Source: an optimization exercise on an open RTL-to-GDS flow (aim: a short achievable clock period and few clock cycles). Production flows keep margins and buffers that such runs may drop. No functional check of the RTL was part of any run shown here. No activity file was given, so power comes from the tool's default toggle rates.

==> config.mk <==
export PLATFORM = sky130hd
export DESIGN_NAME = CacheController
export DESIGN_NICKNAME = CacheController
export VERILOG_FILES = /design/flow/design.v
export SDC_FILE = /design/flow/constraint.sdc
export NUM_CORES = 4
export LEC_CHECK = 0
export ABC_CLOCK_PERIOD_IN_PS = 2000
export CAP_MARGIN = 20
export CORE_MARGIN = 2
export CORE_UTILIZATION = 45
export CTS_CLUSTER_DIAMETER = 80
export CTS_CLUSTER_SIZE = 40
export PLACE_DENSITY = 0.6
export SETUP_SLACK_MARGIN = 3.2
export SLEW_MARGIN = 20
==> constraint.sdc <==
create_clock -name core_clock -period 5.5 [get_ports {clk}]
set_input_delay 1.1000 -clock core_clock [delete_from_list [all_inputs] [get_ports {clk}]]
set_output_delay 1.1000 -clock core_clock [all_outputs]
set_load 0.01 [all_outputs]
==> design.v <==
`timescale 1ns / 1ps
module CacheController(
    rst,
    clk,
    wr,
    rd,
    data_rd,
    data_wr,
    addr_req,
    addr_resp,
    rdy,
    busy,
    wr_mem,
    rd_mem,
    busy_mem,
    data_rd_mem,
    data_wr_mem,
    addr_mem,
    cache_miss_count,
    cache_hit_count
    );
    input  rst;
    input  clk;
    input  wr;
    input  rd;
    output [31:0] data_rd;
    reg    [31:0] data_rd;
    input  [31:0] data_wr;
    input  [31:0] addr_req;
    output [31:0] addr_resp;
    reg    [31:0] addr_resp;
    output rdy;
    reg    rdy;
    output busy;
    reg    busy;
    output  wr_mem;
    output  rd_mem;
    input   busy_mem;
    input  [31:0] data_rd_mem;
    output [31:0] data_wr_mem;
    output [31:0] addr_mem;
    output [31:0] cache_miss_count;
    output [31:0] cache_hit_count;
    reg [15:0]  cache_valid;
    reg [23:0]  cache_tag [15:0];
    wire [23:0] addr_tag   = addr_req[31:8];
    wire [3:0]  addr_index = addr_req[7:4];
    wire req = wr | rd;
    assign rd_mem      = rd;
    assign wr_mem      = wr;
    assign addr_mem    = addr_req;
    assign data_wr_mem = data_wr;
    reg [15:0] line_hit;
    integer i;
    always @(*) begin
        for (i = 0; i < 16; i = i + 1)
            line_hit[i] = (addr_index == i) && cache_valid[i] && (cache_tag[i] == addr_tag);
    end
    wire hit = |line_hit;
    reg [31:0] hit_base, hit_base1, miss_base, miss_base1;
    reg [7:0]  hit_sel, miss_sel;
    wire [31:0] hit_now, miss_now;    
    reg         last_hit;
    wire [31:0] hit_next  = (rdy &&  last_hit) ? hit_base1  : hit_base;
    wire [31:0] miss_next = (rdy && !last_hit) ? miss_base1 : miss_base;
    genvar g;
    generate
        for (g = 0; g < 8; g = g + 1) begin : grp
            assign hit_now[4*g+3:4*g]  = hit_sel[g]  ? hit_base1[4*g+3:4*g]  : hit_base[4*g+3:4*g];
            assign miss_now[4*g+3:4*g] = miss_sel[g] ? miss_base1[4*g+3:4*g] : miss_base[4*g+3:4*g];
        end
    endgenerate
    assign cache_hit_count  = hit_now;
    assign cache_miss_count = miss_now;
    wire [7:0] hit_carry, miss_carry;
    generate
        for (g = 0; g < 8; g = g + 1) begin : cry
            if (g == 0) begin : c0
                assign hit_carry[g]  = 1'b1;
                assign miss_carry[g] = 1'b1;
            end else begin : cn
                assign hit_carry[g]  = &hit_next[4*g-1:0];
                assign miss_carry[g] = &miss_next[4*g-1:0];
            end
        end
    endgenerate
    always @(posedge clk or posedge rst) begin
        if (rst) begin
            cache_valid <= 16'h0000;
            rdy         <= 1'b0;
            busy        <= 1'b1;
            last_hit    <= 1'b0;
            hit_base    <= 32'd0;
            hit_base1   <= 32'd1;
            miss_base   <= 32'd0;
            miss_base1  <= 32'd1;
        end else begin
            rdy        <= req;
            busy       <= busy_mem;
            last_hit   <= hit;
            hit_base   <= hit_next;
            hit_base1  <= hit_next + 32'd1;
            miss_base  <= miss_next;
            miss_base1 <= miss_next + 32'd1;
            if (req)
                cache_valid[addr_index] <= 1'b1;
        end
    end
    always @(posedge clk) begin
        hit_sel  <= (req &&  hit) ? hit_carry  : 8'h00;
        miss_sel <= (req && !hit) ? miss_carry : 8'h00;
    end
    always @(posedge clk) begin
        if (req)
            cache_tag[addr_index] <= addr_tag;
    end
    always @(posedge clk or posedge rst) begin
        if (rst) begin
            addr_resp <= 32'h00000000;
            data_rd   <= 32'h00000000;
        end else begin
            addr_resp <= addr_req;
            data_rd   <= data_rd_mem;
        end
    end
endmodule
==> run.sh <==
#!/bin/bash
# synth_recipe.tcl (not shown) runs the flow's synth.tcl, then flattens the netlist and writes it again
# the make line also repeats each setting of config.mk as NAME=value (left out here)
make -C /OpenROAD-flow-scripts/flow DESIGN_CONFIG=/design/flow/config.mk WORK_HOME=/design/flow/orfs CLKGATE_MAP_FILE= SYNTH_SCRIPT=/design/flow/synth_recipe.tcl finish
==> flow_summary.toml, run 1 <==
[place]
hpwl_um = 38400
numPortBuffers = 232
dp.cells = 2688
place.gp.congestion = 0.848

[setup_path]
timing.rr.end = "miss_base1[30]$_DFF_PP0_"
critical_path_required_ps = 6020
reg2regPathDepth = 10
start_kind = "input port"
reg2reg_from = "rdy$_DFF_PP0_"
path_class = "input port to flip-flop"
cp_max_fo = 6
worst_setup_path_end_kind = "flip-flop"
worst_ep_arrival_time_ps = 3320
regToRegSetupSlack_ps = 2910

[sta]
post-route-period-util_pct = 51.0
rsz0062_at_grt = "yes"
setup_viol = 0
worstMarginPinSlew_ps = 922
finalCriticalPeriod_ps = 2800
hold_viol = 0
maxSlewViolCount = 0
fmax_ghz = 0.357
slew_headroom_pct = 38.5
fin_hold_ws_ps = 472
fin_skew_ps = 35.5
fin_tns_setup_ps = 0

[power_and_ir_drop]
p_comb_share_pct = 12.7
power_frac_clock_pct = 33.3
power_leakage_nw = 13.8
power.internal_mw = 7.15
p_sw_mw = 2.37
seqPwrFrac_pct = 54.1
power_density_nw_per_um2 = 273
p_sw_share_pct = 24.9
ir_drop_mv = 0.266

[final_layout]
drive_above_1_share_pct = 36.9
final_nets = 2334
most-common-layout-cells = "edfxtp_1 (384), xnor2_1 (279), dfrtp_1 (207)"
final_common_cell = "edfxtp_1"
num_antenna_cells = 0
layout-area-overhead-vs-synth_pct = 35.8
nFillCells = 4147
instances_no_fill = 3008

[hold_path]
hold_class = "flip-flop to flip-flop"
hold_end = "miss_base1[0]$_DFF_PP1_"
min_path_cells = 1
hp-start = "miss_base[0]$_DFF_PP0_"

[clock_tree]
cts_hold_buffers = 0
cts_tree = "built"
cts_made_buffers = 37
clk_latency_ps = 600
path_clk_slew_ps = 90
clk_path_buf_depth = 3
htreeDepth = 2
clock-root-buffer = "clkbuf_16"
cts.sinks = 611

[synthesis]
synth_top_family_by_area = "XOR/XNOR gates"
ys_async_sr_fraction_pct = 34.5
synth-seq-cells = 611
syn_area_per_cell_um2 = 14.4
synthMuxAreaShare_pct = 4.67
synth_edf_count = 384
synthAdderAreaFrac_pct = 0.340
netlist_area_um2 = 25700
synthXorXnorAreaFrac_pct = 15.2
synth_nets = 1893
synthFlopType = "edfxtp_1"
ys_warn_count = 1
ys_types = 54
synth_compound_area_share_pct = 1.00
ys_seq_area_share_pct = 66.6
synth_simple_gate_area_share_pct = 8.29
synthCells = 1785

[floorplan]
initial_core_util_pct = 45.5
die_area_um2 = 59100
core-area_um2 = 56500
die_h_um = 243
fp-row-count = 87
ios = 297
die-width_um = 243

[global_routing]
grt_pass1_wl_um = 103000
grt_usage_pct = 23.3
grt_start_max_net_pins = 175
gr-total-overflow = 0
grt_antenna_before_repair = 0
grt_pass1_vias = 16026

[outcome]
status = "timing/DRC/antenna clean"

[route]
wl_per_cell_um = 23.6
vias_per_cell = 5.26
num_vias = 15818
dr.pass1.iters = 5
drc_errors = 0
ant_nets = 0
drt_iter0_drc = 1309
drt-total-wl_um = 71100

[job]
cap_violations = 0
==> power groups by stage <==
stage	Sequential [mW]	Clock, mW	Combinational (mW)
floorplan	5.24	0	0.603
global placement	5.25	0	0.896
detailed placement	5.25	0	0.906
CTS	5.15	3.24	1.14
global route	5.17	3.39	1.29
finish	5.15	3.17	1.21
==> stage by stage <==
stage	power [mW]	cell area, µm²	worst slack [ps]	util [%]
floorplan	5.85	27000	1660	-
global placement	6.14	28900	1230	51.1
detailed placement	6.16	28900	1220	51.2
CTS	9.53	33600	2810	59.4
global route	9.84	34900	2640	61.8
finish	9.52	34900	2700	61.8
==> worst max-delay path by stage <==
| stage | from | endpoint | slack (ps) | cells past startpoint |
|---|---|---|---|---|
| after floorplan | rst | addr_resp[0]$_DFF_PP0_ | 1660 | 1 |
| after global placement | addr_req[7] | hit_sel[6]$_SDFF_PN0_ | 1230 | 7 |
| after detailed placement | addr_req[7] | hit_sel[6]$_SDFF_PN0_ | 1220 | 7 |
| after CTS | addr_req[8] | hit_sel[4]$_SDFF_PN0_ | 2810 | 13 |
| after global routing | addr_req[8] | hit_sel[4]$_SDFF_PN0_ | 2640 | 12 |
| final | addr_req[8] | hit_sel[4]$_SDFF_PN0_ | 2700 | 12 |
==> worst max-delay path: stages <==
cell and delay [ps]:
buf_16 110, buf_12 120, bufbuf_16 260, xor2_2 170
nor4_2 180, nand4_1 310, nor4_4 410, nor4_4 110
nand3_4 130, buf_12 120, buf_16 120, and3_4 160
==> cell type report <==
| cell class | instances | area (µm²) | area share (%) |
|---|---|---|---|
| clock buffer | 40 | 958 | 2.74 |
| clock inverter | 25 | 332 | 0.949 |
| inverter | 37 | 169 | 0.483 |
| multi-input combinational | 1004 | 9140 | 26.2 |
| sequential | 611 | 17200 | 49.2 |
| tap | 756 | 946 | 2.71 |
| timing repair buffer | 535 | 6200 | 17.7 |
==> Yosys cell counts, drive strengths merged (36+ instances only) <==
cell type	count	area [µm²]
buf	119	783
dfrtp	208	5200
edfxtp	384	11500
inv	37	139
mux2	74	841
mux2i	36	360
nand2	120	450
nand4	82	513
nor2	38	143
nor4	58	405
xnor2	298	2610
xor2	150	1310
==> timing repair <==
item                       4_1_cts  5_1_grt
pin swaps                       46       64
hold endpoints to repair         0        0
setup buffers                  164       62
gates cloned                    22        5
resized for setup             1105      202
setup endpoints to repair      642      246
==> per-layer routing <==
layer	track usage, %	share of wire (%)
met3	3.06	4.7
met2	39.8	50
met1	32.0	44
met4	5.12	1.7
met5	0	0
==> cell families after synthesis <==
| group | Yosys count |
|---|---|
| compound gates | 36 |
| xor+xnor | 448 |
| fa+ha+maj | 7 |
| buf+inv | 175 |
| flops | 611 |
| mux | 110 |
| simple gates | 398 |
==> sequential cells by signal (all words and copies together) (netlist names) <==
name and cells:
cache_tag 384, rdy 1, miss_base1 32, miss_base 32, cache_valid 16, last_hit 1, hit_sel 8, hit_base 32
busy 1, hit_base1 32, addr_resp 32, data_rd 32, miss_sel 8
==> inputs of run 2 (changes only) <==
--- a/design.v
+++ b/design.v
@@ -57,11 +57,13 @@
             line_hit[i] = (addr_index == i) && cache_valid[i] && (cache_tag[i] == addr_tag);
     end
-    wire hit = |line_hit;
+    wire hit_lo  = |line_hit[7:0];
+    wire hit_hi  = |line_hit[15:8];
+    wire miss_lo = !addr_index[3] && !hit_lo;
+    wire miss_hi =  addr_index[3] && !hit_hi;
     reg [31:0] hit_base, hit_base1, miss_base, miss_base1;
-    reg [7:0]  hit_sel, miss_sel;
+    reg [7:0]  hit_sel_lo, hit_sel_hi, miss_sel_lo, miss_sel_hi;
+    wire [7:0] hit_sel  = hit_sel_lo  | hit_sel_hi;
+    wire [7:0] miss_sel = miss_sel_lo | miss_sel_hi;
     wire [31:0] hit_now, miss_now;    
-    reg         last_hit;
-    wire [31:0] hit_next  = (rdy &&  last_hit) ? hit_base1  : hit_base;
-    wire [31:0] miss_next = (rdy && !last_hit) ? miss_base1 : miss_base;
     genvar g;
     generate
@@ -80,6 +82,6 @@
                 assign miss_carry[g] = 1'b1;
             end else begin : cn
-                assign hit_carry[g]  = &hit_next[4*g-1:0];
-                assign miss_carry[g] = &miss_next[4*g-1:0];
+                assign hit_carry[g]  = &hit_now[4*g-1:0];
+                assign miss_carry[g] = &miss_now[4*g-1:0];
             end
         end
@@ -90,5 +92,8 @@
             rdy         <= 1'b0;
             busy        <= 1'b1;
-            last_hit    <= 1'b0;
+            hit_sel_lo  <= 8'h00;
+            hit_sel_hi  <= 8'h00;
+            miss_sel_lo <= 8'h00;
+            miss_sel_hi <= 8'h00;
             hit_base    <= 32'd0;
             hit_base1   <= 32'd1;
@@ -98,16 +103,15 @@
             rdy        <= req;
             busy       <= busy_mem;
-            last_hit   <= hit;
-            hit_base   <= hit_next;
-            hit_base1  <= hit_next + 32'd1;
-            miss_base  <= miss_next;
-            miss_base1 <= miss_next + 32'd1;
+            hit_sel_lo  <= (req && hit_lo)  ? hit_carry  : 8'h00;
+            hit_sel_hi  <= (req && hit_hi)  ? hit_carry  : 8'h00;
+            miss_sel_lo <= (req && miss_lo) ? miss_carry : 8'h00;
+            miss_sel_hi <= (req && miss_hi) ? miss_carry : 8'h00;
+            hit_base   <= hit_now;
+            hit_base1  <= hit_now + 32'd1;
+            miss_base  <= miss_now;
+            miss_base1 <= miss_now + 32'd1;
             if (req)
                 cache_valid[addr_index] <= 1'b1;
         end
-    end
-    always @(posedge clk) begin
-        hit_sel  <= (req &&  hit) ? hit_carry  : 8'h00;
-        miss_sel <= (req && !hit) ? miss_carry : 8'h00;
     end
     always @(posedge clk) begin
==> run 2 against run 1 <==
Compared with the run above:
- flip-flop and latch count rose by 15
- non-clock buffer count is 121 higher
- critical path depth is 8 lower
- utilization rose by 2.0 points
- count of clock-buffer cells in the layout fell by 4
- design area up 3.1%
- worst setup slack got worse by 120 ps
- synthesized area fell by 0.16%
- first-iteration DRC count down 7.7%
- cell count up 2.1%
- highest routed layer unchanged
- global-route usage rose by 1.0 points
- clock power down 4%
==> flow_summary.toml, run 2 <==
[global_routing]
grt_usage_pct = 24.3
grt_antenna_before_repair = 0
grt_start_max_net_pins = 110
gr-total-overflow = 0
grt_pass1_wl_um = 106000
grt_pass1_vias = 16247

[clock_tree]
htreeDepth = 2
clk_latency_ps = 590
clock-root-buffer = "clkbuf_16"
clk_path_buf_depth = 3
cts_tree = "built"
cts_made_buffers = 34
cts.sinks = 626
cts_hold_buffers = 0
path_clk_slew_ps = 110

[place]
hpwl_um = 39000
place.gp.congestion = 0.789
numPortBuffers = 232
dp.cells = 2630
place_area_um2 = 28900
dp_slack_ps = 1350

[synthesis]
yosysTopAreaCell = "edfxtp_1"
netlist_area_um2 = 25700
synth_edf_count = 384
synth_nets = 1827
syn_area_per_cell_um2 = 14.9
synth_top_cell_area_share_pct = 44.9
synthCells = 1719
synth.most_common_cell = "edfxtp_1"
synthTopCellsByArea = "edfxtp_1 (45%), dfrtp_1 (23%), xnor2_1 (11%), xor2_1 (3.9%), buf_4 (2.7%)"
ys_async_sr_fraction_pct = 38.7
synthFlopType = "edfxtp_1"
ys_types = 63
ys_seq_area_share_pct = 68.5
synth-seq-cells = 626
synthTopCellsByCount = "edfxtp_1 (384), xnor2_1 (326), dfrtp_1 (239)"
ys_warn_count = 1

[final_layout]
most-common-layout-cells = "edfxtp_1 (384), xnor2_1 (307), buf_4 (267)"
drive_above_1_share_pct = 42.5
layout-area-overhead-vs-synth_pct = 40.2
final_area_um2 = 36000
final_common_cell = "edfxtp_1"
num_antenna_cells = 0
final_nets = 2398
fin_util_pct = 63.9
largest_reg_flops = 384
largest-register = "cache_tag"
instances_no_fill = 3071

[floorplan]
ios = 297
die_h_um = 243
die-width_um = 243
fp-row-count = 87
core-area_um2 = 56400
initial_core_util_pct = 45.6
die_area_um2 = 59000

[setup_path]
start_kind = "flip-flop"
path_class = "flip-flop to primary output"
worst_ep_arrival_time_ps = 1820
regToRegSetupSlack_ps = 2690
cp_max_fo = 6
critical_path_required_ps = 4400
reg2regPathDepth = 19
worst_setup_path_end_kind = "primary output"

[route]
dr.pass1.iters = 6
num_vias = 16105
wl_per_cell_um = 24.2
drt_iter0_drc = 1208
drc_errors = 0
ant_nets = 0
drt-total-wl_um = 74200
vias_per_cell = 5.24

[sta]
worstMarginPinSlew_ps = 949
post-route-period-util_pct = 53.1
rsz0062_at_grt = "yes"
fin_tns_setup_ps = 0
final.setup.worst_slack_ps = 2580
fin_skew_ps = 19.2
slew_headroom_pct = 36.6
setup_viol = 0
hold_viol = 0
maxSlewViolCount = 0
fin_hold_ws_ps = 486
finalCriticalPeriod_ps = 2920
fmax_ghz = 0.342

[power_and_ir_drop]
finalPower_mw = 9.63
ir_drop_mv = 0.220
power_density_nw_per_um2 = 267
power_leakage_nw = 14.4

[hold_path]
min_path_cells = 1
hold_class = "flip-flop to flip-flop"

[job]
cap_violations = 0

[outcome]
status = "timing/DRC/antenna clean"
-- run 2: cell types whose count changed in the layout (fill, tap and decap cells not counted), moves of 16 or more --
cell and change:
mux2_4 -33, dfrtp_1 +21, nand2_1 -54, dfxtp_4 -16
xor2_1 -36, buf_2 +16, buf_4 +90, mux2i_1 -20
inv_1 -24, xnor2_1 +28, buf_6 +34
-- run 2: path summary, 6_finish.rpt --
check,start,end
worst max-delay path,miss_sel_hi[1]$_DFF_PP0_,cache_miss_count[6]
worst min-delay path,cache_valid[9]$_DFFE_PP0N_,cache_valid[9]$_DFFE_PP0N_
worst max register to register,miss_sel_lo[0]$_DFF_PP0_,miss_base[3]$_DFF_PP0_
worst min register to register,cache_valid[9]$_DFFE_PP0N_,cache_valid[9]$_DFFE_PP0N_
max in group asynchronous,rst,miss_sel_lo[2]$_DFF_PP0_
min in group asynchronous,rst,addr_resp[25]$_DFF_PP0_
-- run 2: worst max-delay path, stage by stage, from the launching register on --
cell	delay, ps
dfrtp_2	470
buf_6	140
nor2_4	150
mux2_4	340
buf_6	130
-- run 2: cell families after synthesis --
logic type               after synthesis  share of synthesized area (%)
AND/OR/NAND/NOR                      363                           7.93
AO/OA/AOI/OAI                         61                           1.75
XOR/XNOR                             441                           15.0
flip-flops                           626                           68.5
multiplexers                          65                           2.71
adder cells (fa/ha/maj)                7                          0.341
buffers and inverters                156                           3.76
-- run 2: area by class of cell --
class                      count  area [µm²]
clock buffer                  36         880
clock inverter                25         315
fill                        4097       20400
inverter                      30         153
multi-input combinational    942        9110
sequential                   626       17600
tap                          756         946
timing repair buffer         656        7020
-- run 2: report_power, final --
group	switching, mW	internal [mW]
Clock	1.71	1.32
Sequential	0.0738	5.16
Combinational	0.646	0.723
Total	2.43	7.21
-- run 2: repair_timing --
item                                   4_1_cts  5_1_grt
pin swaps                                   64       72
resized for setup                         1237      199
setup endpoints to repair                  630      227
cloned                                      16        3
buffers inserted                           275       86
endpoints found under the hold margin        0        0
-- run 2: per-layer routing --
| layer | up-vias | GRT usage, % | part of all wire [%] |
|---|---|---|---|
| li1 | 7205 | - | - |
| met1 | 8364 | 33.0 | 43 |
| met2 | 444 | 40.7 | 50 |
| met3 | 92 | 3.13 | 4.2 |
| met4 | 0 | 8.12 | 3.0 |
| met5 | - | 0 | 0 |
==> inputs of run 3 (changes only) <==
--- a/design.v
+++ b/design.v
@@ -51,18 +51,16 @@
     assign addr_mem    = addr_req;
     assign data_wr_mem = data_wr;
-    reg [15:0] line_hit;
-    integer i;
-    always @(*) begin
-        for (i = 0; i < 16; i = i + 1)
-            line_hit[i] = (addr_index == i) && cache_valid[i] && (cache_tag[i] == addr_tag);
-    end
-    wire hit_lo  = |line_hit[7:0];
-    wire hit_hi  = |line_hit[15:8];
-    wire miss_lo = !addr_index[3] && !hit_lo;
-    wire miss_hi =  addr_index[3] && !hit_hi;
+    wire [15:0] line_hit;
+    genvar l;
+    generate
+        for (l = 0; l < 16; l = l + 1) begin : line
+            LineMatch #(.INDEX(l)) match(
+                .addr_tag(addr_tag), .addr_index(addr_index),
+                .tag(cache_tag[l]), .valid(cache_valid[l]), .hit(line_hit[l]));
+        end
+    endgenerate
+    wire hit = |line_hit;
     reg [31:0] hit_base, hit_base1, miss_base, miss_base1;
-    reg [7:0]  hit_sel_lo, hit_sel_hi, miss_sel_lo, miss_sel_hi;
-    wire [7:0] hit_sel  = hit_sel_lo  | hit_sel_hi;
-    wire [7:0] miss_sel = miss_sel_lo | miss_sel_hi;
+    reg [7:0]  hit_sel, miss_sel;
     wire [31:0] hit_now, miss_now;    
     genvar g;
@@ -92,8 +90,6 @@
             rdy         <= 1'b0;
             busy        <= 1'b1;
-            hit_sel_lo  <= 8'h00;
-            hit_sel_hi  <= 8'h00;
-            miss_sel_lo <= 8'h00;
-            miss_sel_hi <= 8'h00;
+            hit_sel     <= 8'h00;
+            miss_sel    <= 8'h00;
             hit_base    <= 32'd0;
             hit_base1   <= 32'd1;
@@ -103,8 +99,6 @@
             rdy        <= req;
             busy       <= busy_mem;
-            hit_sel_lo  <= (req && hit_lo)  ? hit_carry  : 8'h00;
-            hit_sel_hi  <= (req && hit_hi)  ? hit_carry  : 8'h00;
-            miss_sel_lo <= (req && miss_lo) ? miss_carry : 8'h00;
-            miss_sel_hi <= (req && miss_hi) ? miss_carry : 8'h00;
+            hit_sel    <= (req &&  hit) ? hit_carry  : 8'h00;
+            miss_sel   <= (req && !hit) ? miss_carry : 8'h00;
             hit_base   <= hit_now;
             hit_base1  <= hit_now + 32'd1;
@@ -129,2 +123,11 @@
     end
 endmodule
+module LineMatch #(parameter INDEX = 0) (
+    input  [23:0] addr_tag,
+    input  [3:0]  addr_index,
+    input  [23:0] tag,
+    input         valid,
+    output        hit
+    );
+    assign hit = (addr_index == INDEX) && valid && (tag == addr_tag);
+endmodule
--- a/config.mk
+++ b/config.mk
@@ -6,5 +6,4 @@
 export NUM_CORES = 4
 export LEC_CHECK = 0
-export ABC_CLOCK_PERIOD_IN_PS = 2000
 export CAP_MARGIN = 20
 export CORE_MARGIN = 2
@@ -15,2 +14,4 @@
 export SETUP_SLACK_MARGIN = 3.2
 export SLEW_MARGIN = 20
+export SYNTH_HIERARCHICAL = 1
+export SYNTH_MINIMUM_KEEP_SIZE = 0
==> run 3 against run 2 <==
Compared with the run above:
- still clean
- synthesized cell count decreased by 3.0%
- hold slack got worse by 16 ps
- worst setup slack got worse by 81 ps
- critical path type is now input port to flip-flop
- largest cell class unchanged
- largest power group unchanged
- highest routed layer is now met5
==> flow_summary.toml, run 3 <==
[final_layout]
drive_above_1_share_pct = 42.6
final_nets = 2398
largest-register = "cache_tag"
multiInputGateArea_um2 = 8960
largest_reg_flops = 384
layout-area-overhead-vs-synth_pct = 40.3
instances_no_fill = 3072
most-common-layout-cells = "edfxtp_1 (384), buf_6 (254), xnor2_1 (234)"
final_common_cell = "edfxtp_1"
nFillCells = 3980
num_antenna_cells = 0
register_area_um2 = 17200

[synthesis]
synth_edf_count = 384
synth.most_common_cell = "edfxtp_1"
yosysTopAreaCell = "edfxtp_1"
synthMuxAreaShare_pct = 2.37
netlist_area_um2 = 25400
synth_nets = 1775
synthXorXnorAreaFrac_pct = 15.3
synthFlopType = "edfxtp_1"
synth_simple_gate_area_share_pct = 9.39
synth_top_cell_area_share_pct = 45.4
synth_top_family_by_area = "XOR/XNOR gates"
synth_compound_area_share_pct = 1.78
synthTopCellsByCount = "edfxtp_1 (384), xnor2_1 (243), dfrtp_1 (223)"
ys_types = 64
synthCells = 1668
ys_seq_area_share_pct = 67.7
synthAdderAreaFrac_pct = 0.296
ys_async_sr_fraction_pct = 37.0
syn_area_per_cell_um2 = 15.2
ys_warn_count = 7
synthTopCellsByArea = "edfxtp_1 (45%), dfrtp_1 (22%), xnor2_1 (8.4%), xor2_1 (7.0%), buf_4 (2.1%)"
synth-seq-cells = 610

[clock_tree]
cts.sinks = 610
cts_made_buffers = 34
clk_latency_ps = 590
clock-root-buffer = "clkbuf_16"
cts_tree = "built"
path_clk_slew_ps = 90
clk_path_buf_depth = 3
htreeDepth = 2

[floorplan]
ios = 297
initial_core_util_pct = 45.3
fp-row-count = 87
die_h_um = 242
core-area_um2 = 56100
die_area_um2 = 58400
die-width_um = 242

[power_and_ir_drop]
ir_drop_mv = 0.192
power_leakage_nw = 14.3
seqPwrFrac_pct = 54.6
p_comb_share_pct = 14.0
power_frac_clock_pct = 31.4
p_sw_mw = 2.34
power_density_nw_per_um2 = 264
p_sw_share_pct = 24.9
power.internal_mw = 7.06

[setup_path]
crit_start = "addr_req[15]"
timing.rr.end = "hit_sel[7]$_DFF_PP0_"
reg2regPathDepth = 9
cp_max_fo = 6
worst_ep_arrival_time_ps = 3490
reg2reg_from = "cache_tag[9][0]$_DFFE_PP_"
regToRegSetupSlack_ps = 2760
worst_setup_path_end_kind = "flip-flop"
critical_path_required_ps = 5990
start_kind = "input port"
path_class = "input port to flip-flop"

[global_routing]
grt_usage_pct = 23.6
grt_antenna_before_repair = 0
grt_start_max_net_pins = 123
grt_pass1_wl_um = 104000
grt_pass1_vias = 15913
gr-total-overflow = 0

[sta]
worstMarginPinSlew_ps = 816
fin_skew_ps = 18.2
post-route-period-util_pct = 54.6
fmax_ghz = 0.333
slew_headroom_pct = 45.5
final.setup.worst_slack_ps = 2500
setup_viol = 0
finalCriticalPeriod_ps = 3000
rsz0062_at_grt = "yes"
maxSlewViolCount = 0
hold_viol = 0
fin_tns_setup_ps = 0

[place]
dp_slack_ps = 1040
place.gp.congestion = 0.798
dp.cells = 2610
numPortBuffers = 232
hpwl_um = 36900

[hold_path]
hold_class = "flip-flop to flip-flop"
min_path_cells = 1
hp-start = "cache_valid[6]$_DFFE_PP0P_"
hold_end = "cache_valid[6]$_DFFE_PP0P_"

[outcome]
status = "timing/DRC/antenna clean"

[route]
dr_wl_met3_um = 3820
ant_nets = 0
met1Wirelength_um = 30500
num_vias = 16265
vias_per_cell = 5.29
drt-total-wl_um = 74300
drc_errors = 0
top_layer = "met5"
drt_iter0_drc = 1303
dr.pass1.iters = 5
wl_per_cell_um = 24.2
dr_wl_met2_um = 37500

[job]
cap_violations = 0
==> run 3: cell families (layout without fill, tap and decap cells) <==
group / count (synthesis) / after routing
AO/OA/AOI/OAI: 53 / 53
AND/OR/NAND/NOR: 368 / 378
buffers and inverters: 129 / 767
adder cells (fa/ha/maj): 6 / 6
multiplexers: 57 / 57
XOR/XNOR: 445 / 445
flip-flops: 610 / 610
==> run 3: final cells by class <==
class / instances / share of cell area, %
sequential: 610 / 48.3
multi-input combinational: 939 / 25.1
timing repair buffer: 662 / 20.2
tap: 756 / 2.65
clock buffer: 36 / 2.53
clock inverter: 25 / 0.720
inverter: 44 / 0.499
==> run 3: what timing repair did <==
action / 4_1_cts / 5_1_grt
gates resized for setup: 1149 / 249
pin swaps: 32 / 50
cloned: 21 / 11
buffers inserted: 264 / 105
hold buffers: 0 / 0
setup endpoints to repair: 586 / 362
==> run 3: worst max-delay path, stage by stage <==
cell	delay, ps
buf_16	130
buf_8	130
xor2_2	170
nor4_2	340
nand4_1	290
nor4_4	290
nor4_4	90
nand4_1	220
nand2_2	140
or2_4	320
nor4b_2	260
==> run 3: worst max path at each step <==
stage	to	slack, ps
after floorplan	addr_resp[0]$_DFF_PP0_	1450
after global placement	miss_sel[7]$_DFF_PP0_	1140
after detailed placement	hit_sel[7]$_DFF_PP0_	1040
after CTS	hit_sel[7]$_DFF_PP0_	2590
after global routing	hit_sel[7]$_DFF_PP0_	2460
final	hit_sel[7]$_DFF_PP0_	2500
==> run 3: per-stage QoR <==
step / hold slack (ps) / instance area (µm²) / utilization [%] / power (mW)
final: 470 / 35600 / 63.6 / 9.40
after global routing: 489 / 35600 / 63.6 / 9.70
after floorplan: 407 / 26000 / - / 5.64
after detailed placement: 437 / 28500 / 50.9 / 6.00
after global placement: 428 / 28500 / 50.9 / 5.98
after CTS: 468 / 33800 / 60.2 / 9.24
==> run 3: layer usage <==
metal,GRT usage (%),vias to the layer above
met1,31.2,8463
met2,40.1,500
li1,-,7189
met5,0.490,-
met4,6.89,2
met3,3.67,111
==> run 3: power groups by stage <==
stage / combinational [mW] / sequential (mW) / clock (mW)
3_3_place_gp: 0.772 / 5.21 / 0
2_1_floorplan: 0.430 / 5.21 / 0
3_5_place_dp: 0.781 / 5.22 / 0
5_1_grt: 1.38 / 5.15 / 3.18
6_report: 1.31 / 5.13 / 2.95
4_1_cts: 1.11 / 5.12 / 3.01

## static timing again, ports no longer ideal
In the flow no input, the clock included, has a driving cell. The finished layouts below were timed again as built, in two steps. Step 1 assumes that a clkbuf_16 drives the clock port and a buf_2 every other input. Step 2 also shifts input and output timing later by t, the mid clock arrival at the registers, as if the neighbouring blocks saw the same clock. a / b / c = ideal / step 1 / step 2; a / b = the first two.
run	t, ns	setup slack, ns	worst slew at a driven data input, ns	cell pins on the clock port's net
run 1	0.643	2.697 / 2.680 / 2.037	0.22	1
run 2	0.639	2.578 / 2.517 / 2.262	0.23	1
run 3	0.644	2.497 / 2.395 / 1.751	0.29	1
After both steps setup and hold are still met in every run listed. The setup slack of run 3, which loses most, moves by -0.102 ns with the drivers and by -0.746 ns with both steps.
